Source: an optimization exercise on an open RTL-to-GDS flow (aim: small area and a short achievable clock period). Production flows keep margins and buffers that such runs may drop. The RTL was checked by simulation tests, not by an equivalence proof against the original design.

==> flow/design.v (outline; a module is shown in full before it is edited, if it fits) <==
// module top_module: 1404 lines
// module pid_fa: 4 lines
// module pid_ha: 4 lines
module top_module(
    input [11:0] angleIn,
    input [11:0] setPoint,
    input [7:0] kp,
    input [7:0] ki,
    input [7:0] kd,
    input clk,
    input rst,
    output signed [8:0] dutyCycleOut
    );
  // ...
==> flow/flow/run.sh <==
#!/bin/bash
# Standard layout, with timing repair aimed past the clock period (the SDC is
# unchanged) and ordinary buffers on the ports instead of delay cells.
set -euo pipefail
MARGIN=$(cat flow/margin.txt)
bash standard.sh SETUP_SLACK_MARGIN=$MARGIN \
  BUFFER_PORTS_ARGS="-buffer_cell sky130_fd_sc_hd__buf_2" MATCH_CELL_FOOTPRINT=0 finish > standard_make.log 2>&1
==> flow/flow/margin.txt <==
11.5
==> flow/standard.sh <==
#!/bin/bash
# synth_recipe.tcl (not shown) runs the flow's synth.tcl, then flattens the netlist and writes it again
# the make line also repeats each setting of config.mk as NAME=value (left out here)
make -C /OpenROAD-flow-scripts/flow DESIGN_CONFIG=/design/flow/config.mk WORK_HOME=/design/flow/orfs CLKGATE_MAP_FILE= SYNTH_SCRIPT=/design/flow/synth_recipe.tcl "${@:-finish}"
==> flow/config.mk <==
export PLATFORM = sky130hd
export DESIGN_NAME = top_module
export DESIGN_NICKNAME = top_module
export VERILOG_FILES = /design/flow/design.v
export SDC_FILE = /design/flow/constraint.sdc
export NUM_CORES = 4
export LEC_CHECK = 0
export CAP_MARGIN = 20
export CORE_MARGIN = 2
export CORE_UTILIZATION = 60
export SLEW_MARGIN = 20
export SYNTH_HIERARCHICAL = 1
==> flow/constraint.sdc <==
create_clock -name core_clock -period 16.0 [get_ports {clk}]
set_input_delay 3.2000 -clock core_clock [delete_from_list [all_inputs] [get_ports {clk}]]
set_output_delay 3.2000 -clock core_clock [all_outputs]
set_load 0.01 [all_outputs]
==> summary.txt, run 1 <==
The highest metal layer carrying signal wires in the routed design is met4. STA classifies the critical path startpoint as a flop. Buffers placed on the I/O ports in this run total 58.

The first-pass GRT wire length came out at 51190 um. The synthesized-area fraction occupied by ao, oa, aoi and oai cells came out at 5.031%. The number of global-route vias before repair is 9850.

The time the worst path needs with I/O delays and setup is 4652 ps. The count of inverters not on the clock network in the layout is 95. In this run the worst hold path is classified as reg -> reg. For this run, global-route usage on met3 was measured as 3.796%.

The number of tap cells added at floorplan came out at 270. The top fanout value on the critical path came out at 10. The run finished with no timing, DRC or antenna violations. After layout, the worst path uses 29.07% of the clock period. The number of standard-cell rows in the floorplan came out at 52.

Leaving out fill and tap cells, the most frequent cell in the layout is sky130_fd_sc_hd__nand2_1. The number of enable flip-flop cells after synthesis came out at 0. The multi-input combinational cell count came out at 979. Summed over all instances, the cell type with the most area after synthesis is sky130_fd_sc_hd__fa_1. The largest registers in the layout are in_r: 21 flops, e_r: 13 flops, pen_r: 13 flops.

Summed over all failing endpoints, the final setup total negative slack is 0 ps. The later-pin clock latency in the skew report is 360 ps.

Dividing the detail-routed wire length by the instance count gives 20.56 um. Counting instances in the post-synthesis netlist gives the leading cell types as 318 x sky130_fd_sc_hd__nand2_1, 304 x sky130_fd_sc_hd__fa_1, 95 x sky130_fd_sc_hd__inv_1, 84 x sky130_fd_sc_hd__dfxtp_1, 78 x sky130_fd_sc_hd__ha_1. The number of top-level pins came out at 59. The maximum clock rate came out at 215.0 MHz.

The final hold violation count is 0. Clock tree synthesis selected as its root buffer the cell sky130_fd_sc_hd__clkbuf_16. The layer carrying the most global-route usage is met2. In this design, the largest share of critical-path delay is due to adder cells.

Sorting the synthesized cells by area gives the leading types as sky130_fd_sc_hd__fa_1 49%, sky130_fd_sc_hd__dfxtp_1 14%, sky130_fd_sc_hd__nand2_1 9.7%. Summing all flip-flop and latch instances after layout gives 1824 um^2. After Yosys synthesis, full adders, half adders and majority gates account for 57.14% of the synthesized area. On the critical path, the stage with the largest delay is an instance of sky130_fd_sc_hd__fa_1.

The sequential share of cell area is 12.92%. The final max-slew violation count came out at 0. After synthesis, the largest family of logic cells by area is adder cells. The average footprint of a synthesized cell came out at 10.06 um^2. The count of flip-flops and latches came out at 84. The launch point of the worst path is kpd_r[5].
==> inputs of run 2 (changes only) <==
==> flow/flow/margin.txt (replaced) <==
11
==> summary.txt, run 2 <==
Leaving out fill and tap cells, the most frequent cell in the layout is sky130_fd_sc_hd__nand2_1. The most used flip-flop cell after synthesis is sky130_fd_sc_hd__dfxtp_1. After detailed routing, the number of remaining DRC violations is 0.

In the post-synthesis netlist, the biggest area contributors are sky130_fd_sc_hd__fa_1 49%, sky130_fd_sc_hd__dfxtp_1 14%, sky130_fd_sc_hd__nand2_1 9.7%. The overall routed net length is 29650 um. The startpoint of the most critical register-to-register path is e_r[0]. The number of global-route vias before repair came out at 9403 (-4.5%).

The remaining antenna violation count came out at 0. The time the worst path needs with I/O delays and setup came out at 4820 ps (+168.2 ps). The arrival time at the worst endpoint is 5100 ps.

In the layout the commonest cells are 318 x sky130_fd_sc_hd__nand2_1, 304 x sky130_fd_sc_hd__fa_1, 95 x sky130_fd_sc_hd__inv_1, 78 x sky130_fd_sc_hd__ha_1, 58 x sky130_fd_sc_hd__buf_2. The ratio of final minimum period to clock period is 30.12% (+1.1 points). The total global-route track usage is 29.56%. Fill cells in the final layout number 1636. In this run the cell area of the synthesized design comes to 12360 um^2.

The register-to-register setup slack is 11180 ps. Max-cap violations in this run came to 0. The largest registers in the layout are in_r: 21 flops, e_r: 13 flops, pen_r: 13 flops.

TritonCTS built the clock tree. Hold timing on the final database bottoms out at a slack of 548.2 ps. The part of the Yosys area used for sequential elements came out at 13.61%. The detailed-route wire length per cell came to 19.69 um (-4.2%). The number of synthesis warnings came out at 7. The detailed placement HPWL came out at 23200 um.

The floorplan core area is 20230 um^2. Data on the critical path is required at its endpoint by 16280 ps. STA classifies the critical path endpoint as a flop. The setup fix buffers added after clock tree synthesis is 0.

The worst slew margin relative to its limit came out at 33.61%. The most area-hungry cell type in the Yosys netlist is sky130_fd_sc_hd__fa_1. The final estimated routing congestion in global placement came out at 0.8795. The number of distinct library cells after synthesis came out at 43. The number of antenna violations at the first check in global routing came to 0.

The pre-CTS setup slack is 10540 ps. The final max-slew violation count came out at 0 (unchanged). Setup repair after global routing could not meet its margin everywhere.

The tree is rooted in a sky130_fd_sc_hd__clkbuf_16. For this configuration, the core starts out at a cell density of 61.08%. At the pin with the least slew margin, the transition time is 993.8 ps. The path class of the tightest hold or removal check is reg -> reg. The count of routing violations after the opening detailed-route iteration is 553. Along the worst hold path, the cell count comes to 1. The most common cell in the synthesized netlist is sky130_fd_sc_hd__nand2_1.

The number of top-level pins is 59 (unchanged). The end of the worst hold path is pen_r[10]. The start point of the worst min-delay path is e_r[10]. In this run the number of H-tree levels came out at 3. The post-layout net count is 1663. STA classifies the critical path startpoint as a flop.

The worst-case clock skew is 13.21 ps.

The share of synthesized registers carrying an async set or reset is 0%. The number of enable flip-flop cells after synthesis came out at 0 (unchanged). The net count after synthesis came out at 1661. The final total negative setup slack came out at 0 ps (unchanged). The run finished with no timing, DRC or antenna violations. The final antenna diode count is 0. The worst register-to-register path ends at inr_r. The CTS buffer count came out at 9.

Using the TritonRoute via totals, the vias-per-cell ratio works out to 5.746. Setup violations remaining at the end of the flow were counted as 0. The top fanout value on the critical path is 18 (+8). The largest net degree at the start of global routing came out at 25. Measured along the x axis, the die boundary spans 147.5 um.

The final hold violation count came out at 0 (unchanged). The total overflow left after global routing is 0. The setup slack after layout is 11180 ps. The number of vias after detailed routing came out at 8654. The total number of clock tree sinks came out at 84. The top-area cell type share of the netlist area is 49.24%. The register with the most flip-flops is in_r. Once placement finished, the instance area stood at 12750 um^2. The overall die area is 21760 um^2. The maximum clock rate is 207.5 MHz (-3.5%). Counting along the longest clock path gives a buffer depth of 2. After clock tree synthesis, the clock-pin slew on the worst setup and hold paths is 70 ps. The first-pass GRT wire length came to 49030 um (-4.2%).

The average footprint of a synthesized cell is 10.06 um^2 (unchanged). After routing the design area is 13180 um^2. The number of search-and-repair iterations in the first detailed-routing pass came out at 5.

The growth of design area from synthesis to finish is 6.600%. The share of final-layout standard cells stronger than drive strength 1 came out at 9.223%. The number of buffers inserted by port buffering came out at 58 (unchanged). The number of standard-cell rows in the floorplan is 52 (unchanged). The chip height is 147.5 um. The flip-flop count of the largest register after layout came out at 21. The synthesized instance count is 1229. The later-pin clock latency in the skew report came out at 360 ps (about the same).

The post-synthesis register bit count came out at 84. The setup path with the least slack is of type reg -> reg. Ranked by instance count, the synthesized netlist is headed by 318 x sky130_fd_sc_hd__nand2_1, 304 x sky130_fd_sc_hd__fa_1, 95 x sky130_fd_sc_hd__inv_1, 84 x sky130_fd_sc_hd__dfxtp_1, 78 x sky130_fd_sc_hd__ha_1. The depth of the worst register-to-register path came out at 15.
-- run 2: per-stage QoR --
| stage | utilization, % | instances |
|---|---|---|
| floorplan | - | 1229 |
| global placement | 63.00 | 1490 |
| detailed placement | 63.00 | 1490 |
| CTS | 64.82 | 1506 |
| global route | 65.11 | 1506 |
| finish | 65.11 | 1506 |
-- run 2: repair_timing --
action	4_1_cts	5_1_grt
gates resized for setup	12	35
endpoints found under the setup margin	7	8
hold buffers	0	0
-- run 2: cells by family (layout without fill, tap and decap cells) --
logic type	after synthesis	count (layout)	share of synthesized area (%)
simple gates	453	453	16.18
compound gates	102	102	5.031
xor+xnor	41	41	2.905
fa+ha+maj	382	382	57.14
flops	84	84	13.61
buf+inv	166	173	5.062
mux	1	1	0.08099
-- run 2: Yosys stat by module, one instance, submodules excluded --
module	times used	cells	flip-flops and latches	cell area (um^2)
pid_fa	283	1	0	20.02
pid_ha	2	1	0	12.51
top_module	1	944	84	6669
-- run 2: worst max path at each step --
stage | startpoint | slack [ps] | cells past startpoint | endpoint
after detailed placement | angleIn[2] | 10540 | 10 | e_r[11]
after floorplan | setPoint[0] | 11070 | 10 | e_r[11]
after global placement | angleIn[0] | 10620 | 10 | e_r[11]
after CTS | kd_r[0] | 10940 | 14 | inr_r
final | e_r[0] | 11180 | 15 | inr_r
after global routing | kd_r[1] | 10940 | 14 | inr_r
-- run 2: worst max-delay path, stage by stage, from the launching register on --
cell and delay, ps:
sky130_fd_sc_hd__dfxtp_1 310, sky130_fd_sc_hd__buf_4 270, sky130_fd_sc_hd__nand2_1 140, sky130_fd_sc_hd__fa_1 410, sky130_fd_sc_hd__fa_1 570, sky130_fd_sc_hd__fa_1 440
sky130_fd_sc_hd__fa_1 550, sky130_fd_sc_hd__fa_1 440, sky130_fd_sc_hd__ha_1 320, sky130_fd_sc_hd__o211ai_1 140, sky130_fd_sc_hd__nand2_1 110, sky130_fd_sc_hd__fa_1 380
sky130_fd_sc_hd__xnor2_1 150, sky130_fd_sc_hd__nor4_1 190, sky130_fd_sc_hd__nand4_1 130, sky130_fd_sc_hd__o21ai_0 160
-- run 2: area by class of cell --
cell class                      count  area (um^2)  area share, %
Tap cell                          270        337.8          2.564
Timing Repair Buffer               62        320.3          2.431
Clock inverter                      7        127.6         0.9687
Inverter                           95        356.6          2.707
Clock buffer                        9        225.2          1.709
Sequential cell                    84         1750          13.29
Multi-Input combinational cell    979        10060          76.33
-- run 2: layer usage --
layer / up-vias / routed length, um / global-route usage, %
met1: 4450 / 12020 / 39.08
met5: - / 0 / 0
met3: 56 / 1787 / 4.012
li1: 3810 / - / -
met2: 338 / 14940 / 50.91
met4: 0 / 901 / 9.856
==> inputs of run 3 (changes only) <==
==> flow/flow/margin.txt (replaced) <==
10
==> summary.txt, run 3 <==
The final hold violation count is 0 (unchanged). The share of final-layout standard cells stronger than drive strength 1 is 6.553% (-2.7 points). The starting density of the core came out at 61.08% (unchanged).

The data required time of the critical path is 16280 ps (about the same). The TritonCTS clock tree is yes. The run finished with no timing, DRC or antenna violations.

The flip-flop count of the largest register after layout came out at 21 (unchanged). The average footprint of a synthesized cell is 10.06 um^2 (unchanged). Setup repair after global routing left no endpoint under its margin. The overall routed net length was 29630 um (about the same).

The number of cells traversed by the worst hold path was 2 (+1). After synthesis, the cell types taking the most area are sky130_fd_sc_hd__fa_1 49%, sky130_fd_sc_hd__dfxtp_1 14%, sky130_fd_sc_hd__nand2_1 9.7%. The maximum buffer depth of the clock tree was 2 (unchanged).

The routed via count divided by cell count was 5.760 (+0.24%). The number of standard-cell rows in the floorplan was 52 (unchanged). The later-pin clock latency in the skew report came out at 360 ps (about the same).

The number of synthesis warnings came out at 7 (unchanged). The number of antenna violations at the first check in global routing came out at 0 (unchanged). The clock tree root buffer cell is sky130_fd_sc_hd__clkbuf_16.

The post-layout net count came to 1663 (unchanged). The leftover overflow at the end of global routing came to 0 (unchanged). The number of distinct library cells after synthesis came out at 43 (unchanged). The most area-hungry cell type in the Yosys netlist is sky130_fd_sc_hd__fa_1. The slew at the pin closest to its max-slew limit came out at 1031 ps (+37.43 ps). Leaving out fill and tap cells, the most frequent cells in the layout are 318 x sky130_fd_sc_hd__nand2_1, 304 x sky130_fd_sc_hd__fa_1, 95 x sky130_fd_sc_hd__inv_1, 84 x sky130_fd_sc_hd__dfxtp_1, 78 x sky130_fd_sc_hd__ha_1. The number of vias after detailed routing is 8675 (+0.24%).

The number of buffers inserted by port buffering is 58 (unchanged). Sorting the synthesized cells by how often they occur yields 318 x sky130_fd_sc_hd__nand2_1, 304 x sky130_fd_sc_hd__fa_1, 95 x sky130_fd_sc_hd__inv_1, 84 x sky130_fd_sc_hd__dfxtp_1, 78 x sky130_fd_sc_hd__ha_1. The floorplan core area is 20230 um^2 (unchanged). The post-route non-filler standard cell count is 1506 (unchanged). The final max-slew violation count is 0 (unchanged). The depth of the worst register-to-register path was 14 (-1). The final estimated routing congestion in global placement was 0.8795 (unchanged). The area growth from synthesis to layout is 6.044%.

The signal on the critical path passes through nand2_1 > fa_1 > fa_1 > fa_1 > fa_1 > fa_1 > ha_1 > o211ai_1 > nand2_1 > fa_1 > xnor2_1 > nor4_1 > nand4_1 > o21ai_0. The final total negative setup slack came out at 0 ps (unchanged). The CTS buffer count is 9 (unchanged).

The number of search-and-repair iterations in the first detailed-routing pass came to 5 (unchanged). The final antenna diode count was 0 (unchanged). The ratio of final minimum period to clock period is 33.49% (+3.4 points). The first-pass GRT wire length came to 48980 um (-0.11%). The worst-case clock skew came to 11.83 ps (-1.381 ps). The post-synthesis register bit count came to 84 (unchanged). The net count after synthesis came out at 1661 (unchanged). The arrival time at the worst endpoint was 5640 ps (+540 ps).

The worst setup path is launched from a flop. The final-report setup violation count is 0 (unchanged). The most used flip-flop cell after synthesis is sky130_fd_sc_hd__dfxtp_1. The chip height is 147.5 um (unchanged). The clock transition at the register clock pins on the worst setup and hold paths after CTS is 70 ps (about the same).

The number of enable flip-flop cells after synthesis came out at 0 (unchanged). The remaining antenna violation count is 0 (unchanged). The maximum clock rate was 186.6 MHz (-10%).

The setup path with the least slack is of type reg -> reg. The post-route DRC violation count came out at 0 (unchanged). The time the worst path needs with I/O delays and setup came out at 5359 ps (+539.1 ps). The largest stage delay on the critical path came out at 1000 ps (+430 ps). The top fanout value on the critical path is 18 (unchanged). The floorplan die width came to 147.5 um (unchanged). The max capacitance violation total came to 0 (unchanged). The overall die area is 21760 um^2 (unchanged). The detailed-route wire length per cell came out at 19.68 um (about the same). The share of synthesized registers carrying an async set or reset came out at 0% (unchanged). The worst slew margin relative to its limit came out at 31.16% (-2.5 points).

The largest individual stage delay along the critical path comes from the cell sky130_fd_sc_hd__dfxtp_1. in_r holds more flip-flops than any other register. The setup fix buffers added after clock tree synthesis is 0 (unchanged). The library cell used most frequently in the layout, excluding fill and tap cells, is sky130_fd_sc_hd__nand2_1.

The fill cell instance count of the final layout came out at 1644 (+0.49%). The total global-route track usage came out at 29.53% (-0.032 points). In the post-synthesis netlist, the cell with the most instances is sky130_fd_sc_hd__nand2_1. The number of top-level pins is 59 (unchanged).

The netlist area before placement is 12360 um^2 (unchanged). The total number of clock tree sinks came out at 84 (unchanged). The number of cells in the design after placement came to 1490 (unchanged).

In this design, the critical path's most frequently occurring cell is sky130_fd_sc_hd__fa_1. The number of buffers inserted by hold repair at cts is 0 (unchanged). The tightest min-delay check is of the reg -> reg type. The part of the Yosys area used for sequential elements came out at 13.61% (unchanged). The top-area cell type share of the netlist area came out at 49.24% (unchanged).

The largest registers in the layout are in_r: 21 flops, e_r: 13 flops, pen_r: 13 flops. The number of global-route vias before repair came to 9392 (-0.12%). The detailed placement HPWL is 23200 um (unchanged). The type of destination of the critical path is a flop. The count of H-tree levels built during CTS came out at 3 (unchanged).

The synthesized instance count is 1229 (unchanged). The count of routing violations after the opening detailed-route iteration is 587 (+6.1%). The largest net degree at the start of global routing came to 25 (unchanged).

The post-cts resize count came out at 0 (-12).
==> run 3: cell count changes in the layout (fill, tap and decap cells not counted) <==
cell	delta
sky130_fd_sc_hd__a21boi_1	-1
sky130_fd_sc_hd__dfxtp_2	-22
sky130_fd_sc_hd__dfxtp_1	+33
sky130_fd_sc_hd__dfxtp_4	-11
sky130_fd_sc_hd__o21ai_1	-2
sky130_fd_sc_hd__o21ai_0	+2
sky130_fd_sc_hd__a21boi_0	+1
==> run 3: final timing paths <==
path,start,end,slack (ps)
min reg2reg,e_r[0],pen_r[0],660
max reg2reg,e_r[5],inr_r,10640
min,e_r[0],pen_r[0],660
max,e_r[5],inr_r,10640
==> run 3: cell families after synthesis <==
group	Yosys count	share of synthesized area, %
buffers and inverters	166	5.062
muxes	1	0.08099
adders and majority gates	382	57.14
AOI/OAI and AO/OA	102	5.031
and+or+nand+nor	453	16.18
xor gates and xnor gates	41	2.905
DFF	84	13.61
==> run 3: final cells by class <==
class                      count  area [um^2]  share of cell area, %
timing repair buffer          62        320.3                  2.444
tap                          270        337.8                  2.578
clock inverter                 7        127.6                 0.9737
clock buffer                   9        225.2                  1.718
sequential                    84         1682                  12.83
multi-input combinational    979        10060                  76.73
inverter                      95        356.6                  2.721
==> run 3: Yosys stat by module, one instance, submodules excluded <==
module / cells inside / cell area [um^2] / flops+latches
pid_ha: 1 / 12.51 / 0
pid_fa: 1 / 20.02 / 0
top_module: 944 / 6669 / 84
==> run 3: metal layers <==
layer | global-route usage [%] | wire (um) | vias up
li1 | - | - | 3817
met1 | 39.11 | 12090 | 4477
met2 | 50.77 | 14900 | 325
met3 | 4.012 | 1735 | 56
met4 | 9.856 | 901 | 0
met5 | 0 | 0 | -
==> run 3: per-stage QoR <==
stage | instance area (um^2) | setup slack, ps | hold slack, ps | utilization [%]
finish | 13110 | 10640 | 658.9 | 64.77
global route | 13110 | 10410 | 687.5 | 64.77
CTS | 13100 | 10730 | 665.5 | 64.75
detailed placement | 12750 | 10540 | 627.5 | 63.00
global placement | 12750 | 10620 | 633.9 | 63.00
floorplan | 12360 | 11070 | 424.7 | -
==> run 3: critical path, delay by kind of cell (launching register included) <==
family          cells  cell delay, ps
compound gates      2             320
flops               1            1000
xor+xnor            1             150
simple gates        4             610
fa+ha+maj           7            3180
==> inputs of run 4 (changes only) <==
==> flow/flow/margin.txt (replaced) <==
12.5
==> summary.txt, run 4 <==
Setup repair after global routing could not meet its margin everywhere. The count of routing violations after the opening detailed-route iteration came to 677 (+15%). The floorplan die width came out at 147.5 um (unchanged). The first-pass GRT wire length came out at 53410 um (+9.1%). The final max-slew violation count came to 0 (unchanged). The net count after synthesis is 1661 (unchanged).

The final estimated routing congestion in global placement is 0.8805 (+0.11%). The share of final-layout standard cells stronger than drive strength 1 came out at 29.22% (+23 points). The top-area cell type share of the netlist area is 49.24% (unchanged). The flip-flop count of the largest register after layout is 21 (unchanged). By count the netlist is led by 318 x sky130_fd_sc_hd__nand2_1, 304 x sky130_fd_sc_hd__fa_1, 95 x sky130_fd_sc_hd__inv_1, 84 x sky130_fd_sc_hd__dfxtp_1, 78 x sky130_fd_sc_hd__ha_1.

The largest registers in the layout are in_r: 21 flops, e_r: 13 flops, pen_r: 13 flops. The overall routed net length is 33380 um (+13%). The average footprint of a synthesized cell is 10.06 um^2 (unchanged). The total global-route track usage is 32.46% (+2.9 points).

The final-report setup violation count is 0 (unchanged). The part of the Yosys area used for sequential elements is 13.61% (unchanged). The growth of design area from synthesis to finish is 21.65%. The startpoint kind of the worst setup timing path is a flop. The chip height is 147.5 um (unchanged). Leaving out fill and tap cells, the most frequent cells in the layout are 287 x sky130_fd_sc_hd__nand2_1, 251 x sky130_fd_sc_hd__fa_1, 87 x sky130_fd_sc_hd__inv_1, 61 x sky130_fd_sc_hd__buf_4, 54 x sky130_fd_sc_hd__ha_1.

The synthesized instance count was 1229 (unchanged). The share of synthesized registers carrying an async set or reset came out at 0% (unchanged). The overall die area is 21760 um^2 (unchanged). The total number of clock tree sinks came to 84 (unchanged).

The worst register-to-register path begins at e_r[4]. After synthesis, the cell types taking the most area are sky130_fd_sc_hd__fa_1 49%, sky130_fd_sc_hd__dfxtp_1 14%, sky130_fd_sc_hd__nand2_1 9.7%. The final antenna diode count is 0 (unchanged).

The post-layout net count came out at 1756 (+5.6%). The tree is rooted in a sky130_fd_sc_hd__clkbuf_16. The fill cell instance count of the final layout is 1435 (-13%). The number of buffers inserted by port buffering is 58 (unchanged). The logic depth of the worst path, buffers included came out at 19 (+5). The clock transition at the register clock pins on the worst setup and hold paths after CTS is 80 ps (about the same). Leaving out fill and tap cells, the most frequent cell in the layout is sky130_fd_sc_hd__nand2_1.

The depth of the worst register-to-register path came out at 19 (+5). The area of the multi-input gates is 10860 um^2 (+7.9%). The data required time of the critical path came out at 16280 ps (about the same). The number of enable flip-flop cells after synthesis came out at 0 (unchanged).

The area of all sequential standard cells came out at 1834 um^2 (+9.1%). The CTS buffer count came out at 9 (unchanged). In this run the worst setup path terminates at inr_r. Traced cell by cell, the critical path runs through buf_12 > nand2_1 > fa_1 > inv_1 > ha_1 > inv_1 > fa_2 > fa_1 > fa_1 > ha_1 > nand2_1 > a21oi_2 > o211ai_1 > nand2_2 > fa_2 > xnor2_2 > nor4_2 > nand4_1 > o21ai_1. The worst hold slack after final layout is 490.7 ps (-168.2 ps). The register-to-register setup slack was 11320 ps (+680 ps). The largest net degree at the start of global routing is 25 (unchanged). The number of vias after detailed routing is 9222 (+6.3%). The number of antenna violations at the first check in global routing is 0 (unchanged).

The slew at the pin closest to its max-slew limit is 1123 ps (+91.82 ps). The maximum buffer depth of the clock tree is 2 (unchanged). The ratio of final minimum period to clock period is 29.27% (-4.2 points).

The detailed-route wire length per cell is 20.89 um (+6.2%). The synthesized design spends more area on one cell type than any other, namely sky130_fd_sc_hd__fa_1. The post-synthesis register bit count is 84 (unchanged). The number of synthesis warnings is 7 (unchanged). The later-pin clock latency in the skew report is 360 ps (about the same). The type of destination of the critical path is a flop. The number of buffers and inverters on the critical path came out at 3 (+3). The remaining antenna violation count came out at 0 (unchanged). The final total negative setup slack came out at 0 ps (unchanged). The floorplan core area is 20230 um^2 (unchanged). The arrival time at the worst endpoint came out at 4970 ps (-670 ps). The TritonCTS clock tree is yes. The time the worst path needs with I/O delays and setup came out at 4683 ps (-675.9 ps). The number of standard-cell rows in the floorplan is 52 (unchanged).

The max capacitance violation total is 0 (unchanged). The routed via count divided by cell count is 5.771 (+0.19%). The worst register-to-register path ends at inr_r. The launch point of the worst path is e_r[4]. The count of H-tree levels built during CTS came out at 3 (unchanged). The number of top-level pins came out at 59 (unchanged).

Among cell families on the critical path, the largest total delay comes from adder cells. The register with the most flip-flops in the final layout is in_r. The most frequently used flop master after synthesis is sky130_fd_sc_hd__dfxtp_1. In this design, the critical path's most frequently occurring cell is sky130_fd_sc_hd__fa_1.

The number of cells in the design after placement is 1492 (+0.13%). The post-route non-filler standard cell count is 1598 (+6.1%). The class of the tightest hold or removal check is reg -> reg. The largest stage delay on the critical path was 520 ps (-480 ps). The maximum clock rate is 213.5 MHz (+14%). The number of search-and-repair iterations in the first detailed-routing pass came out at 6 (+1). The netlist area before placement is 12360 um^2 (unchanged). The number of global-route vias before repair came out at 10090 (+7.4%). The post-route DRC violation count is 0 (unchanged). The number of distinct library cells after synthesis came to 43 (unchanged). The run finished with no timing, DRC or antenna violations. The leftover overflow at the end of global routing came out at 0 (unchanged). The final hold violation count is 0 (unchanged). By instance count, the leading cell after synthesis is sky130_fd_sc_hd__nand2_1. The utilization of the core after routing came to 74.31% (+9.5 points).

The worst-case clock skew is 15.52 ps (+3.691 ps). The worst slew margin relative to its limit is 24.49% (-6.7 points). The kind of critical path is reg -> reg. The starting density of the core came out at 61.08% (unchanged). The top fanout value on the critical path came out at 5 (-13). On the critical path, the stage with the largest delay is an instance of sky130_fd_sc_hd__fa_1. The detailed placement HPWL is 23760 um (+2.4%).
-- run 4: kinds of logic after synthesis --
logic type | share of synthesized area [%]
adders and majority gates | 57.14
buffers and inverters | 5.062
xor gates and xnor gates | 2.905
muxes | 0.08099
and+or+nand+nor | 16.18
AOI/OAI and AO/OA | 5.031
DFF | 13.61
-- run 4: area by class of cell --
class	instances	area share [%]
Inverter	95	2.422
Multi-Input combinational cell	979	72.20
Clock buffer	10	1.523
Tap cell	270	2.247
Clock inverter	5	0.5659
Timing Repair Buffer	155	8.846
Sequential cell	84	12.20
-- run 4: worst min-delay path by stage --
stage	depth (start not counted)	slack, ps	from	end
floorplan	1	410	e_r[12]	pen_r[12]
global placement	1	530	e_r[12]	pen_r[12]
detailed placement	1	530	e_r[12]	pen_r[12]
CTS	1	480	e_r[5]	pen_r[5]
global route	1	500	e_r[5]	pen_r[5]
finish	1	490	e_r[5]	pen_r[5]
-- run 4: repair_timing --
action / 4_1_cts / 5_1_grt
gates cloned: 1 / 0
setup endpoints to repair: 53 / 52
resized for setup: 193 / 53
hold buffers: 0 / 0
pin swaps: 76 / 42
endpoints found under the hold margin: 0 / 0
buffers inserted: 82 / 8
-- run 4: stage by stage --
step                worst slack [ps]  instance area [um^2]
finish                         11320                 15040
detailed placement             10770                 13110
global placement               10870                 13110
global route                   11170                 15040
CTS                            11310                 14740
floorplan                      11240                 12990
-- run 4: Yosys stat by module (local to each module, per instance) --
module | flip-flops and latches | cells | times used
top_module | 84 | 944 | 1
pid_fa | 0 | 1 | 283
pid_ha | 0 | 1 | 2
-- run 4: worst register-to-register path: stages, from the launching register on --
cell and delay, ps:
sky130_fd_sc_hd__dfxtp_4 370, sky130_fd_sc_hd__buf_12 120, sky130_fd_sc_hd__nand2_1 70, sky130_fd_sc_hd__fa_1 490, sky130_fd_sc_hd__inv_1 50, sky130_fd_sc_hd__ha_1 290, sky130_fd_sc_hd__inv_1 60, sky130_fd_sc_hd__fa_2 340
sky130_fd_sc_hd__fa_1 520, sky130_fd_sc_hd__fa_1 430, sky130_fd_sc_hd__ha_1 320, sky130_fd_sc_hd__nand2_1 80, sky130_fd_sc_hd__a21oi_2 50, sky130_fd_sc_hd__o211ai_1 290, sky130_fd_sc_hd__nand2_2 90, sky130_fd_sc_hd__fa_2 360
sky130_fd_sc_hd__xnor2_2 160, sky130_fd_sc_hd__nor4_2 270, sky130_fd_sc_hd__nand4_1 120, sky130_fd_sc_hd__o21ai_1 130
-- run 4: metal layers --
layer / GRT usage [%] / share of wire [%] / routed length [um] / up-vias
met5: 0 / 0 / 0 / -
met4: 12.50 / 3.3 / 1109 / 0
met3: 6.512 / 7.5 / 2506 / 58
met2: 54.02 / 49 / 16250 / 385
met1: 42.46 / 40 / 13510 / 4761
li1: - / - / - / 4018
==> inputs of run 5 (changes only) <==
==> flow/flow/margin.txt (replaced) <==
10.5
==> summary.txt, run 5 <==
The later-pin clock latency in the skew report is 360 ps (about the same). The number of buffers inserted by port buffering came to 58 (unchanged). The run finished with no timing, DRC or antenna violations. The share of synthesized registers carrying an async set or reset is 0% (unchanged). The setup fix buffers added after clock tree synthesis came out at 0 (-100%). The slew at the pin closest to its max-slew limit was 940.7 ps (-182.3 ps).

STA classifies the critical path endpoint as a flop. The top-area cell type share of the netlist area came out at 49.24% (unchanged). The maximum clock rate came to 190.1 MHz (-11%). The worst-case clock skew came out at 13.03 ps (-2.492 ps). The first-pass GRT wire length came out at 48980 um (-8.3%). The utilization of the core after routing came to 64.80% (-9.5 points). The net count after synthesis came out at 1661 (unchanged). The largest net degree at the start of global routing is 25 (unchanged). The detailed placement HPWL was 23200 um (-2.4%). Leaving out fill and tap cells, the most frequent cells in the layout are 318 x sky130_fd_sc_hd__nand2_1, 304 x sky130_fd_sc_hd__fa_1, 95 x sky130_fd_sc_hd__inv_1, 80 x sky130_fd_sc_hd__dfxtp_1, 78 x sky130_fd_sc_hd__ha_1. The number of standard-cell rows in the floorplan was 52 (unchanged). In this run the worst setup path begins at e_r[6]. The number of synthesis warnings came out at 7 (unchanged).

The overall routed net length is 29600 um (-11%). The routed via count divided by cell count is 5.713 (-1.0%). The min-delay analysis places its worst path in the category reg -> reg. The worst slew margin relative to its limit is 37.16% (+13 points).

The number of buffers inserted by hold repair at cts came out at 0 (unchanged). The final antenna diode count is 0 (unchanged). The area of the multi-input gates is 10060 um^2 (-7.4%).

The final hold violation count came out at 0 (unchanged). The tree is rooted in a sky130_fd_sc_hd__clkbuf_16. The CTS buffer count came out at 9 (unchanged). The register with the most flip-flops in the final layout is in_r. On the critical path the largest part of the delay comes from adder cells. In this run the critical register-to-register path is launched from e_r[6]. The floorplan core area was 20230 um^2 (unchanged).

The post-layout net count came out at 1663 (-5.3%). Ranked by instance count, the synthesized netlist is headed by 318 x sky130_fd_sc_hd__nand2_1, 304 x sky130_fd_sc_hd__fa_1, 95 x sky130_fd_sc_hd__inv_1, 84 x sky130_fd_sc_hd__dfxtp_1, 78 x sky130_fd_sc_hd__ha_1. The clock transition at the register clock pins on the worst setup and hold paths after CTS is 70 ps (about the same).

The count of H-tree levels built during CTS was 3 (unchanged). The top fanout value on the critical path is 18 (+13). The number of distinct library cells after synthesis came out at 43 (unchanged).

The critical path goes through nand2_1 > fa_1 > fa_1 > fa_1 > fa_1 > fa_1 > ha_1 > o211ai_1 > nand2_1 > fa_1 > xnor2_1 > nor4_1 > nand4_1 > o21ai_0. The synthesized instance count is 1229 (unchanged). The starting density of the core came out at 61.08% (unchanged). The final estimated routing congestion in global placement came out at 0.8795 (-0.11%). The final-report setup violation count came to 0 (unchanged). The number of enable flip-flop cells after synthesis came to 0 (unchanged). The overall die area came out at 21760 um^2 (unchanged). The number of global-route vias before repair came to 9392 (-6.9%). The leading cell type in the layout, fill and taps excluded is sky130_fd_sc_hd__nand2_1. Among all flip-flop cells after synthesis, the most frequent one is sky130_fd_sc_hd__dfxtp_1.

The final max-slew violation count is 0 (unchanged). The detailed-route wire length per cell is 19.66 um (-5.9%). The netlist area before placement came to 12360 um^2 (unchanged). The time the worst path needs with I/O delays and setup came out at 5262 ps (+578.7 ps).

The part of the Yosys area used for sequential elements came to 13.61% (unchanged). The area of all sequential standard cells is 1687 um^2 (-8.0%). The fill cell instance count of the final layout came out at 1641 (+14%).

The slowest stage of the critical path belongs to the cell sky130_fd_sc_hd__dfxtp_1. The max capacitance violation total was 0 (unchanged). The average footprint of a synthesized cell came out at 10.06 um^2 (unchanged). The floorplan die width is 147.5 um (unchanged). The number of buffers and inverters on the critical path is 0 (-3). The growth of design area from synthesis to finish is 6.084%.

The largest total area in the synthesized netlist belongs to sky130_fd_sc_hd__fa_1. The number of antenna violations at the first check in global routing is 0 (unchanged).

The post-cts resize count is 0 (-100%). The chip height came out at 147.5 um (unchanged). The ratio of final minimum period to clock period came out at 32.89% (+3.6 points). Counting stages on the worst path, the most repeated cell is sky130_fd_sc_hd__fa_1.

The leftover overflow at the end of global routing is 0 (unchanged). Yosys instantiated no cell more often than sky130_fd_sc_hd__nand2_1. The post-synthesis register bit count came out at 84 (unchanged). The flip-flop count of the largest register after layout came out at 21 (unchanged). The setup slack after layout came out at 10740 ps (-578.7 ps).

The maximum buffer depth of the clock tree came to 2 (unchanged). Setup repair after global routing left no endpoint under its margin. The number of vias after detailed routing came out at 8604 (-6.7%).

The total number of clock tree sinks came out at 84 (unchanged). The count of routing violations after the opening detailed-route iteration is 526 (-22%). The share of final-layout standard cells stronger than drive strength 1 is 6.877% (-22 points). By area the synthesized netlist is led by sky130_fd_sc_hd__fa_1 49%, sky130_fd_sc_hd__dfxtp_1 14%, sky130_fd_sc_hd__nand2_1 9.7%. By startpoint and endpoint, the worst setup path is classified as reg -> reg. The final total negative setup slack came to 0 ps (unchanged). The post-route DRC violation count came to 0 (unchanged). The number of top-level pins is 59 (unchanged). The pre-CTS setup slack is 10540 ps (-229.6 ps). The total global-route track usage came out at 29.53% (-2.9 points). The largest stage delay on the critical path came to 920 ps (+400 ps).

The remaining antenna violation count is 0 (unchanged). The number of search-and-repair iterations in the first detailed-routing pass is 4 (-2). The largest registers in the layout are in_r: 21 flops, e_r: 13 flops, pen_r: 13 flops.

The startpoint identified for the worst hold timing path is e_r[2]. The data required time of the critical path came out at 16280 ps (about the same). The startpoint kind of the worst setup timing path is a flop. The arrival time at the worst endpoint was 5540 ps (+570 ps).

The TritonCTS clock tree is yes.
-- run 5: cell count changes in the layout (fill, tap and decap cells not counted), moves of 11 or more --
cell                      delta
sky130_fd_sc_hd__fa_1       +53
sky130_fd_sc_hd__nand2_1    +31
sky130_fd_sc_hd__dfxtp_4    -36
sky130_fd_sc_hd__ha_1       +24
sky130_fd_sc_hd__a21oi_1    +11
sky130_fd_sc_hd__buf_6      -33
sky130_fd_sc_hd__ha_4       -18
sky130_fd_sc_hd__fa_2       -53
sky130_fd_sc_hd__nand2_2    -26
sky130_fd_sc_hd__o21ai_1    -13
sky130_fd_sc_hd__buf_4      -57
sky130_fd_sc_hd__o21ai_0    +23
sky130_fd_sc_hd__buf_2      +12
sky130_fd_sc_hd__dfxtp_1    +46
-- run 5: path summary, 6_finish.rpt --
| path | cells after the start | slack (ps) | endpoint |
|---|---|---|---|
| worst min register to register | 1 | 630 | pen_r[2] |
| worst min-delay path | 1 | 630 | pen_r[2] |
| worst max register to register | 14 | 10740 | inr_r |
| worst max-delay path | 14 | 10740 | inr_r |
-- run 5: cell families (layout without fill, tap and decap cells) --
kind of cell | count (synthesis) | count (layout) | synth area share (%)
fa+ha+maj | 382 | 382 | 57.14
xor+xnor | 41 | 41 | 2.905
compound gates | 102 | 102 | 5.031
simple gates | 453 | 453 | 16.18
buf+inv | 166 | 173 | 5.062
mux | 1 | 1 | 0.08099
flops | 84 | 84 | 13.61
-- run 5: modules after synthesis (local to each module, per instance) --
module / cell area, um^2 / cells inside / copies in the design / flops+latches
top_module: 6669 / 944 / 1 / 84
pid_fa: 20.02 / 1 / 283 / 0
pid_ha: 12.51 / 1 / 2 / 0
-- run 5: layer usage --
layer | GRT usage, % | share of wire, % | up-vias
met2 | 50.77 | 50 | 286
li1 | - | - | 3814
met4 | 9.856 | 3.0 | 0
met1 | 39.11 | 41 | 4450
met5 | 0 | 0 | -
met3 | 4.012 | 5.2 | 54
-- run 5: per-stage QoR --
step	area, um^2	hold WS [ps]	instances
after detailed placement	12750	627.5	1490
after floorplan	12360	424.7	1229
after global routing	13110	646.8	1506
after CTS	13100	665.5	1506
after global placement	12750	633.9	1490
final	13110	625.0	1506
-- run 5: worst register-to-register path, stage by stage (launching register included) --
cell	delay, ps
sky130_fd_sc_hd__dfxtp_1	920
sky130_fd_sc_hd__nand2_1	200
sky130_fd_sc_hd__fa_1	600
sky130_fd_sc_hd__fa_1	430
sky130_fd_sc_hd__fa_1	540
sky130_fd_sc_hd__fa_1	440
sky130_fd_sc_hd__fa_1	460
sky130_fd_sc_hd__ha_1	320
sky130_fd_sc_hd__o211ai_1	140
sky130_fd_sc_hd__nand2_1	120
sky130_fd_sc_hd__fa_1	380
sky130_fd_sc_hd__xnor2_1	150
sky130_fd_sc_hd__nor4_1	190
sky130_fd_sc_hd__nand4_1	130
sky130_fd_sc_hd__o21ai_0	160
-- run 5: area by class of cell --
| type | count | share of cell area (%) |
|---|---|---|
| clock buffer | 9 | 1.718 |
| multi-input combinational | 979 | 76.71 |
| sequential | 84 | 12.86 |
| clock inverter | 7 | 0.9734 |
| timing repair buffer | 62 | 2.443 |
| inverter | 95 | 2.720 |
| tap | 270 | 2.577 |
==> inputs of run 6 (changes only) <==
==> flow/flow/margin.txt (replaced) <==
11.2
==> summary.txt, run 6 <==
The chip height came out at 147.5 um (unchanged). The largest net degree at the start of global routing came out at 25 (unchanged). The detailed-route wire length per cell is 19.96 um (+1.5%). The number of standard-cell rows in the floorplan came out at 52 (unchanged). The later-pin clock latency in the skew report was 360 ps (about the same). The maximum buffer depth of the clock tree was 2 (unchanged). In the synthesized netlist the dominant register cell turns out to be sky130_fd_sc_hd__dfxtp_1.

The worst hold slack after final layout was 497.7 ps (-127.3 ps). The number of top-level pins came out at 59 (unchanged). The top cell types in the final layout, fill and taps aside, are 318 x sky130_fd_sc_hd__nand2_1, 290 x sky130_fd_sc_hd__fa_1, 95 x sky130_fd_sc_hd__inv_1, 76 x sky130_fd_sc_hd__ha_1, 60 x sky130_fd_sc_hd__buf_2. The number of buffers inserted by hold repair at cts was 0 (unchanged). The number of enable flip-flop cells after synthesis came out at 0 (unchanged). The number of global-route vias before repair is 9522 (+1.4%).

The worst setup path is launched from a flop. The number of antenna violations at the first check in global routing is 0 (unchanged). The max capacitance violation total came to 0 (unchanged). The slew at the pin closest to its max-slew limit is 963.7 ps (+22.99 ps).

The share of final-layout standard cells stronger than drive strength 1 came to 16.00% (+9.1 points). The worst slew margin relative to its limit came out at 35.62% (-1.5 points). The tree is rooted in a sky130_fd_sc_hd__clkbuf_16.

The CTS buffer count is 9 (unchanged). The total global-route track usage was 29.93% (+0.41 points). By area the synthesized netlist is led by sky130_fd_sc_hd__fa_1 49%, sky130_fd_sc_hd__dfxtp_1 14%, sky130_fd_sc_hd__nand2_1 9.7%. The final total negative setup slack was 0 ps (unchanged). The class of the tightest hold or removal check is reg -> reg. The final max-slew violation count is 0 (unchanged). The utilization of the core after routing was 67.92% (+3.1 points). The final antenna diode count came out at 0 (unchanged).

Summed over all instances, the cell type with the most area after synthesis is sky130_fd_sc_hd__fa_1. The number of distinct library cells after synthesis came out at 43 (unchanged). The post-place instance area was 12750 um^2 (about the same). The final hold violation count came out at 0 (unchanged). The arrival time at the worst endpoint is 5040 ps (-500 ps).

The overall die area came out at 21760 um^2 (unchanged). The count of H-tree levels built during CTS came out at 3 (unchanged). The floorplan die width came out at 147.5 um (unchanged). By count the netlist is led by 318 x sky130_fd_sc_hd__nand2_1, 304 x sky130_fd_sc_hd__fa_1, 95 x sky130_fd_sc_hd__inv_1, 84 x sky130_fd_sc_hd__dfxtp_1, 78 x sky130_fd_sc_hd__ha_1.

The library cell used most frequently in the layout, excluding fill and tap cells, is sky130_fd_sc_hd__nand2_1. The first-pass GRT wire length is 49530 um (+1.1%). The remaining antenna violation count is 0 (unchanged). The count of routing violations after the opening detailed-route iteration is 602 (+14%). The flip-flop count of the largest register after layout came to 21 (unchanged). The critical path is of the reg -> reg type.

The detailed placement HPWL came out at 23570 um (+1.6%). The setup slack after layout came to 11270 ps (+528.5 ps). The netlist area before placement is 12360 um^2 (unchanged). In the post-synthesis netlist, the cell with the most instances is sky130_fd_sc_hd__nand2_1. The share of synthesized registers carrying an async set or reset is 0% (unchanged).

The top-area cell type share of the netlist area is 49.24% (unchanged). The post-layout net count came out at 1721 (+3.5%). The clock transition at the register clock pins on the worst setup and hold paths after CTS came out at 80 ps (about the same).

The starting density of the core came to 61.08% (unchanged). The number of vias after detailed routing was 9010 (+4.7%). The largest registers in the layout are in_r: 21 flops, e_r: 13 flops, pen_r: 13 flops.

The pre-CTS setup slack is 10840 ps (+303.6 ps). The net count after synthesis is 1661 (unchanged). The average footprint of a synthesized cell was 10.06 um^2 (unchanged). The growth of design area from synthesis to finish came out at 11.20%.

The maximum clock rate was 211.3 MHz (+11%). The post-synthesis register bit count came out at 84 (unchanged). The synthesized instance count is 1229 (unchanged). The leftover overflow at the end of global routing came to 0 (unchanged). The ratio of final minimum period to clock period came to 29.58% (-3.3 points). The overall routed net length is 31220 um (+5.4%). The total number of clock tree sinks is 84 (unchanged). The final-report setup violation count is 0 (unchanged).

The part of the Yosys area used for sequential elements is 13.61% (unchanged). Setup repair after global routing could not meet its margin everywhere. The top fanout value on the critical path came out at 7 (-11).

The routed via count divided by cell count was 5.761 (+0.84%). The time the worst path needs with I/O delays and setup is 4733 ps (-528.5 ps). The register with the most flip-flops is in_r. The number of search-and-repair iterations in the first detailed-routing pass came out at 5 (+1). The floorplan core area came out at 20230 um^2 (unchanged). The final estimated routing congestion in global placement came out at 0.8913 (+1.3%). The data required time of the critical path is 16300 ps (+20 ps). The TritonCTS clock tree is yes. The post-layout instance area came out at 13740 um^2 (+4.8%). The run finished with no timing, DRC or antenna violations.

STA classifies the critical path endpoint as a flop. The worst-case clock skew is 17.40 ps (+4.366 ps).

The number of buffers inserted by port buffering is 58 (unchanged). The post-route DRC violation count is 0 (unchanged). The number of synthesis warnings is 7 (unchanged).
## run 6: changes by cell type in the layout (fill, tap and decap cells not counted), moves of 14 or more
cell / delta
sky130_fd_sc_hd__dfxtp_1: -43
sky130_fd_sc_hd__dfxtp_4: +27
sky130_fd_sc_hd__dfxtp_2: +16
sky130_fd_sc_hd__buf_4: +47
sky130_fd_sc_hd__fa_2: +14
sky130_fd_sc_hd__fa_1: -14
## run 6: path summary, 6_finish.rpt
check            from         to  slack, ps  cells after the start
max          kpd_r[3]      inr_r      11270                     14
min           e_r[11]  pen_r[11]        500                      1
max reg2reg  kpd_r[3]      inr_r      11270                     14
min reg2reg   e_r[11]  pen_r[11]        500                      1
## run 6: critical path: stages, from the launching register on
cell and delay (ps):
sky130_fd_sc_hd__dfxtp_4 410, sky130_fd_sc_hd__nand2_1 110, sky130_fd_sc_hd__fa_1 580, sky130_fd_sc_hd__fa_1 460, sky130_fd_sc_hd__fa_1 590, sky130_fd_sc_hd__fa_1 460, sky130_fd_sc_hd__fa_1 580, sky130_fd_sc_hd__ha_4 220
sky130_fd_sc_hd__o211ai_1 120, sky130_fd_sc_hd__nand2_1 130, sky130_fd_sc_hd__fa_2 390, sky130_fd_sc_hd__xnor2_2 170, sky130_fd_sc_hd__nor4_2 250, sky130_fd_sc_hd__nand4_1 110, sky130_fd_sc_hd__o21ai_1 120
## run 6: cell type report
type | instances | area [um^2]
Clock buffer | 10 | 239.0
Clock inverter | 6 | 46.29
Fill cell | 1634 | 6491
Inverter | 95 | 356.6
Multi-Input combinational cell | 979 | 10140
Sequential cell | 84 | 1808
Tap cell | 270 | 337.8
Timing Repair Buffer | 120 | 812.0
## run 6: metal layers
layer	track usage [%]	routed length [um]	share of wire, %	vias up
met5	0	0	0	-
met4	11.30	1018	3.3	0
met3	3.735	1826	5.8	62
met2	51.77	15970	51	355
met1	38.98	12400	40	4663
li1	-	-	-	3930
## run 6: cells by family after synthesis
group | share of synthesized area (%)
muxes | 0.08099
buffers and inverters | 5.062
adders and majority gates | 57.14
AOI/OAI and AO/OA | 5.031
and+or+nand+nor | 16.18
DFF | 13.61
xor gates and xnor gates | 2.905
## run 6: repair_timing
| action | 4_1_cts | 5_1_grt |
|---|---|---|
| setup buffers | 0 | 57 |
| gates cloned | 0 | 1 |
| setup endpoints to repair | 11 | 15 |
| gates resized for setup | 29 | 78 |
| pin swaps | 0 | 9 |
## run 6: modules after synthesis, one instance, submodules excluded
module / flops+latches / area (um^2) / cells inside / copies in the design
pid_ha: 0 / 12.51 / 1 / 2
top_module: 84 / 6669 / 944 / 1
pid_fa: 0 / 20.02 / 1 / 283
## run 6: through the flow
step                cells
floorplan            1229
global placement     1490
detailed placement   1490
CTS                  1506
global route         1564
finish               1564
==> inputs of run 7 (changes only) <==
==> flow/flow/margin.txt (replaced) <==
10.8
==> summary.txt, run 7 <==
The run finished with no timing, DRC or antenna violations. The multiplexer share of the synthesized area came to 0.08099% (unchanged). The number of antenna violations at the first check in global routing is 0 (unchanged). STA classifies the critical path endpoint as a flop. The overall die area came to 21760 um^2 (unchanged). From synthesis to final layout, the design area changed by 6.277%.

The most frequently used flop master after synthesis is sky130_fd_sc_hd__dfxtp_1. TritonCTS built the clock tree. The total global-route track usage is 29.53% (-0.41 points). The worst slew margin relative to its limit is 38.20% (+2.6 points). The main combinational cell family by area after synthesis is adder cells. The number of cells in the design after placement was 1490 (unchanged). The floorplan core area came out at 20230 um^2 (unchanged). The critical register-to-register path endpoint is inr_r.

The number of cells traversed by the worst hold path was 1 (unchanged). The share of final-layout standard cells stronger than drive strength 1 is 8.414% (-7.6 points). The CTS buffer count came out at 9 (unchanged). The pre-CTS setup slack is 10540 ps (-303.6 ps). By count the netlist is led by 318 x sky130_fd_sc_hd__nand2_1, 304 x sky130_fd_sc_hd__fa_1, 95 x sky130_fd_sc_hd__inv_1, 84 x sky130_fd_sc_hd__dfxtp_1, 78 x sky130_fd_sc_hd__ha_1. The number of standard-cell rows in the floorplan is 52 (unchanged). The slew at the pin closest to its max-slew limit is 925.1 ps (-38.60 ps). The later-pin clock latency in the skew report came out at 360 ps (about the same). The net count after synthesis was 1661 (unchanged). The launch point of the worst path is e_r[5]. The first-pass GRT wire length is 48980 um (-1.1%). The worst setup path is launched from a flop. The total number of clock tree sinks came out at 84 (unchanged). The remaining antenna violation count is 0 (unchanged). The utilization of the core after routing came out at 64.91% (-3.0 points). The post-layout net count is 1663 (-3.4%). The time the worst path needs with I/O delays and setup came out at 4994 ps (+260.8 ps).

Leaving out fill and tap cells, the most frequent cell in the layout is sky130_fd_sc_hd__nand2_1. The count of routing violations after the opening detailed-route iteration is 496 (-18%). The top fanout value on the critical path came out at 18 (+11).

The count of H-tree levels built during CTS is 3 (unchanged). In this run the most critical hold path is launched from e_r[12]. The overall routed net length is 29630 um (-5.1%).

The cell sitting at the root of the clock tree is a sky130_fd_sc_hd__clkbuf_16. The adder-cell share of the synthesized area came out at 57.14% (unchanged). The maximum buffer depth of the clock tree is 2 (unchanged). The clock transition at the register clock pins on the worst setup and hold paths after CTS came out at 70 ps (about the same). The number of vias after detailed routing is 8632 (-4.2%). The critical path is of the reg -> reg type. The flip-flop count of the largest register after layout came out at 21 (unchanged). The startpoint identified for the worst register-to-register timing path is e_r[5].

The post-synthesis xor/xnor area fraction came out at 2.905% (unchanged). The max capacitance violation total came out at 0 (unchanged). The chip height is 147.5 um (unchanged). The maximum clock rate came out at 200.2 MHz (-5.2%). The most frequently used cell type in the post-synthesis netlist is sky130_fd_sc_hd__nand2_1.

The number of enable flip-flop cells after synthesis came out at 0 (unchanged). The average footprint of a synthesized cell came to 10.06 um^2 (unchanged). In the post-synthesis netlist, the biggest area contributors are sky130_fd_sc_hd__fa_1 49%, sky130_fd_sc_hd__dfxtp_1 14%, sky130_fd_sc_hd__nand2_1 9.7%. The class of the tightest hold or removal check is reg -> reg. The share of synthesized registers carrying an async set or reset is 0% (unchanged). The largest registers in the layout are in_r: 21 flops, e_r: 13 flops, pen_r: 13 flops. Setup repair after global routing could not meet its margin everywhere.

The synthesized-area fraction occupied by ao, oa, aoi and oai cells is 5.031% (unchanged). The leftover overflow at the end of global routing was 0 (unchanged). The worst hold path terminates at pen_r[12].

The worst hold slack after final layout is 560.7 ps (+63.00 ps). The biggest area contributor in the post-synthesis netlist is sky130_fd_sc_hd__fa_1. The starting density of the core is 61.08% (unchanged). The data required time of the critical path came to 16280 ps (-20 ps). The register-to-register setup slack came out at 11010 ps (-260 ps). In the layout the commonest cells are 318 x sky130_fd_sc_hd__nand2_1, 304 x sky130_fd_sc_hd__fa_1, 95 x sky130_fd_sc_hd__inv_1, 78 x sky130_fd_sc_hd__ha_1, 61 x sky130_fd_sc_hd__dfxtp_1. The number of global-route vias before repair is 9393 (-1.4%). The largest net degree at the start of global routing is 25 (unchanged). The number of buffers inserted by port buffering came out at 58 (unchanged). The setup slack after layout was 11010 ps (-260.8 ps). The netlist area before placement came to 12360 um^2 (unchanged). The final-report setup violation count was 0 (unchanged). The floorplan die width came to 147.5 um (unchanged).

The detailed placement HPWL came out at 23200 um (-1.6%). The register with the most flip-flops is in_r. The post-synthesis register bit count is 84 (unchanged). The worst-case clock skew is 12.96 ps (-4.436 ps). The number of search-and-repair iterations in the first detailed-routing pass came out at 5 (unchanged). The post-route DRC violation count came out at 0 (unchanged). The top-area cell type share of the netlist area came out at 49.24% (unchanged). The final total negative setup slack was 0 ps (unchanged).

The final max-slew violation count is 0 (unchanged). The final hold violation count came out at 0 (unchanged). The basic-gate share of the synthesized area counting and, or, nand and nor cells came out at 16.18% (unchanged). The synthesized instance count came out at 1229 (unchanged). The final estimated routing congestion in global placement is 0.8795 (-1.3%). The depth of the worst register-to-register path is 14 (unchanged). The detailed-route wire length per cell came out at 19.68 um (-1.4%).

The number of buffers inserted by hold repair at cts came to 0 (unchanged). The routed via count divided by cell count came to 5.732 (-0.51%). The part of the Yosys area used for sequential elements came to 13.61% (unchanged). The arrival time at the worst endpoint came to 5270 ps (+230 ps). The final antenna diode count is 0 (unchanged). The number of distinct library cells after synthesis came out at 43 (unchanged). The ratio of final minimum period to clock period came out at 31.21% (+1.6 points).

The number of synthesis warnings is 7 (unchanged). The post-route non-filler standard cell count came out at 1506 (-3.7%). The number of top-level pins came out at 59 (unchanged).
==> run 7: changes by cell type in the layout (fill, tap and decap cells not counted), sizes merged <==
| cell | previous run | this run |
|---|---|---|
| bufinv | 0 | 3 |
| inv | 97 | 99 |
| clkbuf | 12 | 9 |
| clkinv | 2 | 0 |
| clkinvlp | 2 | 0 |
| buf | 118 | 62 |
==> run 7: routing by layer <==
metal	routed length, um	vias to the layer above	global-route usage [%]	part of all wire [%]
met5	0	-	0	0
met4	895	0	9.856	3.0
met3	1538	52	4.012	5.2
met2	14970	276	50.77	51
met1	12230	4495	39.11	41
li1	-	3809	-	-
==> run 7: how the worst max path moves through the flow <==
stage | depth (start not counted) | endpoint | slack, ps
after floorplan | 10 | e_r[11] | 11070
after global placement | 10 | e_r[11] | 10620
after detailed placement | 10 | e_r[11] | 10540
after CTS | 14 | inr_r | 10810
after global routing | 14 | inr_r | 10790
final | 14 | inr_r | 11010
==> run 7: logic make-up (layout without fill, tap and decap cells) <==
| kind of cell | count (synthesis) | in the layout |
|---|---|---|
| buffers and inverters | 166 | 173 |
| AO/OA/AOI/OAI | 102 | 102 |
| flip-flops | 84 | 84 |
| adder cells (fa/ha/maj) | 382 | 382 |
| AND/OR/NAND/NOR | 453 | 453 |
| multiplexers | 1 | 1 |
| XOR/XNOR | 41 | 41 |
==> run 7: area by class of cell <==
cell class	count	area [um^2]
inverters	95	356.6
fillers	1638	7099
clock inverters	7	127.6
flip-flops and latches	84	1710
clock buffers	9	225.2
multi-input cells	979	10060
repair buffers	62	320.3
well taps	270	337.8
==> run 7: per-module statistics from Yosys, one instance, submodules excluded <==
module,flip-flops and latches,copies in the design,cells inside
top_module,84,1,944
pid_ha,0,2,1
pid_fa,0,283,1
==> run 7: worst max-delay path, cell delays in order (launching register included) <==
cell                       delay [ps]
sky130_fd_sc_hd__dfxtp_2          690
sky130_fd_sc_hd__nand2_1          160
sky130_fd_sc_hd__fa_1             530
sky130_fd_sc_hd__fa_1             520
sky130_fd_sc_hd__fa_1             420
sky130_fd_sc_hd__fa_1             530
sky130_fd_sc_hd__fa_1             410
sky130_fd_sc_hd__ha_1             350
sky130_fd_sc_hd__o211ai_1         160
sky130_fd_sc_hd__nand2_1          110
sky130_fd_sc_hd__fa_1             380
sky130_fd_sc_hd__xnor2_1          150
sky130_fd_sc_hd__nor4_1           190
sky130_fd_sc_hd__nand4_1          130
sky130_fd_sc_hd__o21ai_0          160
==> run 7: what timing repair did <==
action                     4_1_cts  5_1_grt
setup endpoints to repair        2        6
gates cloned                     0        0
resized for setup                5       18
setup buffers                    0        0
==> run 7: through the flow <==
stage | instance area [um^2]
floorplan | 12360
global placement | 12750
detailed placement | 12750
CTS | 13110
global route | 13140
finish | 13140
==> inputs of run 8 (changes only) <==
==> flow/flow/margin.txt (replaced) <==
10.9
==> summary.txt, run 8 <==
The flow ran to the end and the layout has no timing, DRC or antenna violations. The time the worst path needs with I/O delays and setup came to 4901 ps (-92.70 ps). The clock transition at the register clock pins on the worst setup and hold paths after CTS came to 70 ps (about the same). The number of search-and-repair iterations in the first detailed-routing pass came out at 5 (unchanged). sky130_fd_sc_hd__fa_1 takes more of the synthesized area than any other cell. The starting density of the core is 61.08% (unchanged).

Ranked by flip-flop count, first place goes to in_r. The number of top-level pins came out at 59 (unchanged). The floorplan die width is 147.5 um (unchanged).

The maximum clock rate is 204.0 MHz (+1.9%). The largest registers in the layout are in_r: 21 flops, e_r: 13 flops, pen_r: 13 flops. The post-place instance area is 12750 um^2 (unchanged). The routed length on met2 is 14900 um (-0.47%). The post-synthesis register bit count is 84 (unchanged). The number of buffers inserted by hold repair at cts is 0 (unchanged). The number of buffers and inverters on the critical path came out at 0 (unchanged). The number of synthesis warnings came out at 7 (unchanged). The cell type of the slowest stage on the worst timing path is sky130_fd_sc_hd__dfxtp_1. The final hold violation count came out at 0 (unchanged).

The number of distinct library cells after synthesis came to 43 (unchanged). Among the stages of the critical path, the cell type that occurs most often is sky130_fd_sc_hd__fa_1. The routed via count divided by cell count came out at 5.723 (-0.15%).

The met3 wire length was 1635 um (+6.3%). The ratio of final minimum period to clock period came out at 30.63% (-0.58 points). The count of H-tree levels built during CTS is 3 (unchanged). The share of final-layout standard cells stronger than drive strength 1 came to 8.657% (+0.24 points).

The top-area cell type share of the netlist area was 49.24% (unchanged). The share of synthesized registers carrying an async set or reset is 0% (unchanged). The setup fix buffers added after clock tree synthesis is 0 (unchanged).

The final-report setup violation count is 0 (unchanged). The number of vias after detailed routing is 8619 (-0.15%). The final max-slew violation count is 0 (unchanged). The number of buffers inserted by port buffering came out at 58 (unchanged). The final total negative setup slack is 0 ps (unchanged). The count of routing violations after the opening detailed-route iteration is 498 (+0.40%). The class of the tightest hold or removal check is reg -> reg. The total global-route track usage is 29.53% (about the same). Counting instances in the post-synthesis netlist gives the leading cell types as 318 x sky130_fd_sc_hd__nand2_1, 304 x sky130_fd_sc_hd__fa_1, 95 x sky130_fd_sc_hd__inv_1, 84 x sky130_fd_sc_hd__dfxtp_1, 78 x sky130_fd_sc_hd__ha_1.

The start point of the worst min-delay path is e_r[7]. The max capacitance violation total came out at 0 (unchanged). The tree is rooted in a sky130_fd_sc_hd__clkbuf_16. The slew at the pin closest to its max-slew limit came out at 962.7 ps (+37.64 ps). The total number of clock tree sinks is 84 (unchanged). The logic depth of the worst path, buffers included is 14 (unchanged). The final antenna diode count is 0 (unchanged). The wire length on met1 came out at 12200 um (-0.23%).

TritonCTS built the clock tree. Setup repair after global routing could not meet its margin everywhere. The remaining antenna violation count is 0 (unchanged). The floorplan core area is 20230 um^2 (unchanged). The data required time of the critical path is 16280 ps (about the same). The overall routed net length came out at 29640 um (about the same). The overall die area was 21760 um^2 (unchanged). The average footprint of a synthesized cell came to 10.06 um^2 (unchanged).

The worst setup path is launched from a flop. The post-layout instance area came to 13160 um^2 (+0.16%). The final estimated routing congestion in global placement came out at 0.8795 (unchanged). The number of standard-cell rows in the floorplan came to 52 (unchanged). The worst-case clock skew came out at 11.96 ps (-1.003 ps).

The post-route DRC violation count is 0 (unchanged). The kind of cell with the highest combined delay along the critical path is adder cells. The most frequently used cell type in the post-synthesis netlist is sky130_fd_sc_hd__nand2_1. The number of global-route vias before repair is 9391 (-0.021%).

The largest stage delay on the critical path is 700 ps (about the same). The netlist area before placement came to 12360 um^2 (unchanged). In the layout the commonest cells are 318 x sky130_fd_sc_hd__nand2_1, 304 x sky130_fd_sc_hd__fa_1, 95 x sky130_fd_sc_hd__inv_1, 78 x sky130_fd_sc_hd__ha_1.

The critical path goes through nand2_1 > fa_1 > fa_1 > fa_1 > fa_1 > fa_1 > ha_1 > o211ai_1 > nand2_1 > fa_1 > xnor2_1 > nor4_1 > nand4_1 > o21ai_0. The launch point of the worst path is kd_r[5]. The net count after synthesis is 1661 (unchanged). The top fanout value on the critical path came out at 14 (-4). The later-pin clock latency in the skew report came out at 360 ps (about the same). Signal routing reaches up to met4. The synthesized instance count is 1229 (unchanged). The kind of critical path is reg -> reg. The first-pass GRT wire length is 48980 um (about the same). The worst slew margin relative to its limit came out at 35.69% (-2.5 points).

The growth of design area from synthesis to finish is 6.449%. The CTS buffer count is 9 (unchanged). The flip-flop count of the largest register after layout came out at 21 (unchanged).

The number of antenna violations at the first check in global routing is 0 (unchanged). The leftover overflow at the end of global routing is 0 (unchanged). The number of cells traversed by the worst hold path was 1 (unchanged). The arrival time at the worst endpoint is 5180 ps (-90 ps). The post-layout net count came out at 1663 (unchanged). The chip height is 147.5 um (unchanged). The depth of the worst register-to-register path is 14 (unchanged). The part of the Yosys area used for sequential elements was 13.61% (unchanged). The startpoint identified for the worst register-to-register timing path is kd_r[5].

Ranked by total cell area, the synthesized netlist is headed by sky130_fd_sc_hd__fa_1 49%, sky130_fd_sc_hd__dfxtp_1 14%, sky130_fd_sc_hd__nand2_1 9.7%. The detailed placement HPWL came out at 23200 um (unchanged). Leaving out fill and tap cells, the most frequent cell in the layout is sky130_fd_sc_hd__nand2_1. For this run, the leading register cell type out of synthesis is sky130_fd_sc_hd__dfxtp_1. The worst setup path is captured at a flop.

The maximum buffer depth of the clock tree came to 2 (unchanged). The number of enable flip-flop cells after synthesis is 0 (unchanged). The detailed-route wire length per cell came out at 19.68 um (about the same). The largest net degree at the start of global routing is 25 (unchanged).
[run 8: what timing repair did]
action	in CTS	in global routing
gates resized for setup	10	25
endpoints found under the setup margin	2	5
hold endpoints to repair	0	0
[run 8: area by class of cell]
type	count	area, um^2
inverters	95	356.6
well taps	270	337.8
repair buffers	62	320.3
clock buffers	9	225.2
flip-flops and latches	84	1732
clock inverters	7	127.6
fillers	1635	7078
multi-input cells	979	10060
[run 8: worst paths after layout]
kind	to	slack, ps
min	pen_r[7]	560
max	inr_r	11100
min reg2reg	pen_r[7]	560
max reg2reg	inr_r	11100
[run 8: per-module statistics from Yosys, one instance, submodules excluded]
module,times used,flops+latches,cells inside
pid_fa,283,0,1
pid_ha,2,0,1
top_module,1,84,944
[run 8: kinds of logic (layout without fill, tap and decap cells)]
family,count (synthesis),in the layout,share of synthesized area (%)
mux,1,1,0.08099
compound gates,102,102,5.031
flops,84,84,13.61
xor+xnor,41,41,2.905
fa+ha+maj,382,382,57.14
buf+inv,166,173,5.062
simple gates,453,453,16.18
[run 8: through the flow]
stage | setup slack, ps | hold slack (ps) | util [%] | instances
3_5_place_dp | 10540 | 627.5 | 63.00 | 1490
6_report | 11100 | 561.3 | 65.02 | 1506
2_1_floorplan | 11070 | 424.7 | - | 1229
4_1_cts | 10920 | 602.8 | 64.81 | 1506
5_1_grt | 10870 | 575.2 | 65.02 | 1506
3_3_place_gp | 10620 | 633.9 | 63.00 | 1490
[run 8: metal layers]
metal | vias to the layer above | GRT usage, %
li1 | 3812 | -
met1 | 4450 | 39.08
met2 | 305 | 50.81
met3 | 52 | 4.012
met4 | 0 | 9.856
met5 | - | 0

re-timing with driven ports:
No port has a modelled driver above. Below, the same layouts with a new extraction and two added sets of constraints.
Step 1 sets driving cells, clkbuf_16 on the clock port and buf_2 on the other inputs (assumed; they add their load-dependent delay and slew).
Step 2 also shifts input and output timing later by t, the mid clock arrival at the registers, as if the neighbouring blocks saw the same clock.
Three values: ideal ports, drivers, drivers and shift; two values: the first two.
run	shift t [ns]	slack for setup (ns)	latest minus earliest clock arrival (ns)	slew at the worst register clock pin (ns)	cell pins on the clock port's net
run 1	0.405	11.348 / 11.348 / 11.013	0.005 / 0.006	0.07 / 0.07	1
run 2	0.401	11.180 / 11.180 / 10.834	0.014 / 0.014	0.08 / 0.08	1
run 3	0.400	10.641 / 10.641 / 10.638	0.013 / 0.013	0.08 / 0.08	1
run 4	0.402	11.317 / 11.317 / 10.925	0.016 / 0.016	0.08 / 0.08	1
run 5	0.401	10.738 / 10.738 / 10.637	0.014 / 0.014	0.08 / 0.08	1
run 6	0.401	11.267 / 11.267 / 10.957	0.019 / 0.018	0.08 / 0.08	1
run 7	0.400	11.006 / 11.006 / 10.643	0.014 / 0.014	0.08 / 0.08	1
run 8	0.401	11.099 / 11.099 / 10.755	0.013 / 0.013	0.08 / 0.08	1
After both steps setup and hold are still met in every run listed. The setup slack of run 4, which loses most, moves by 0.000 ns with the drivers and by -0.392 ns with both steps.
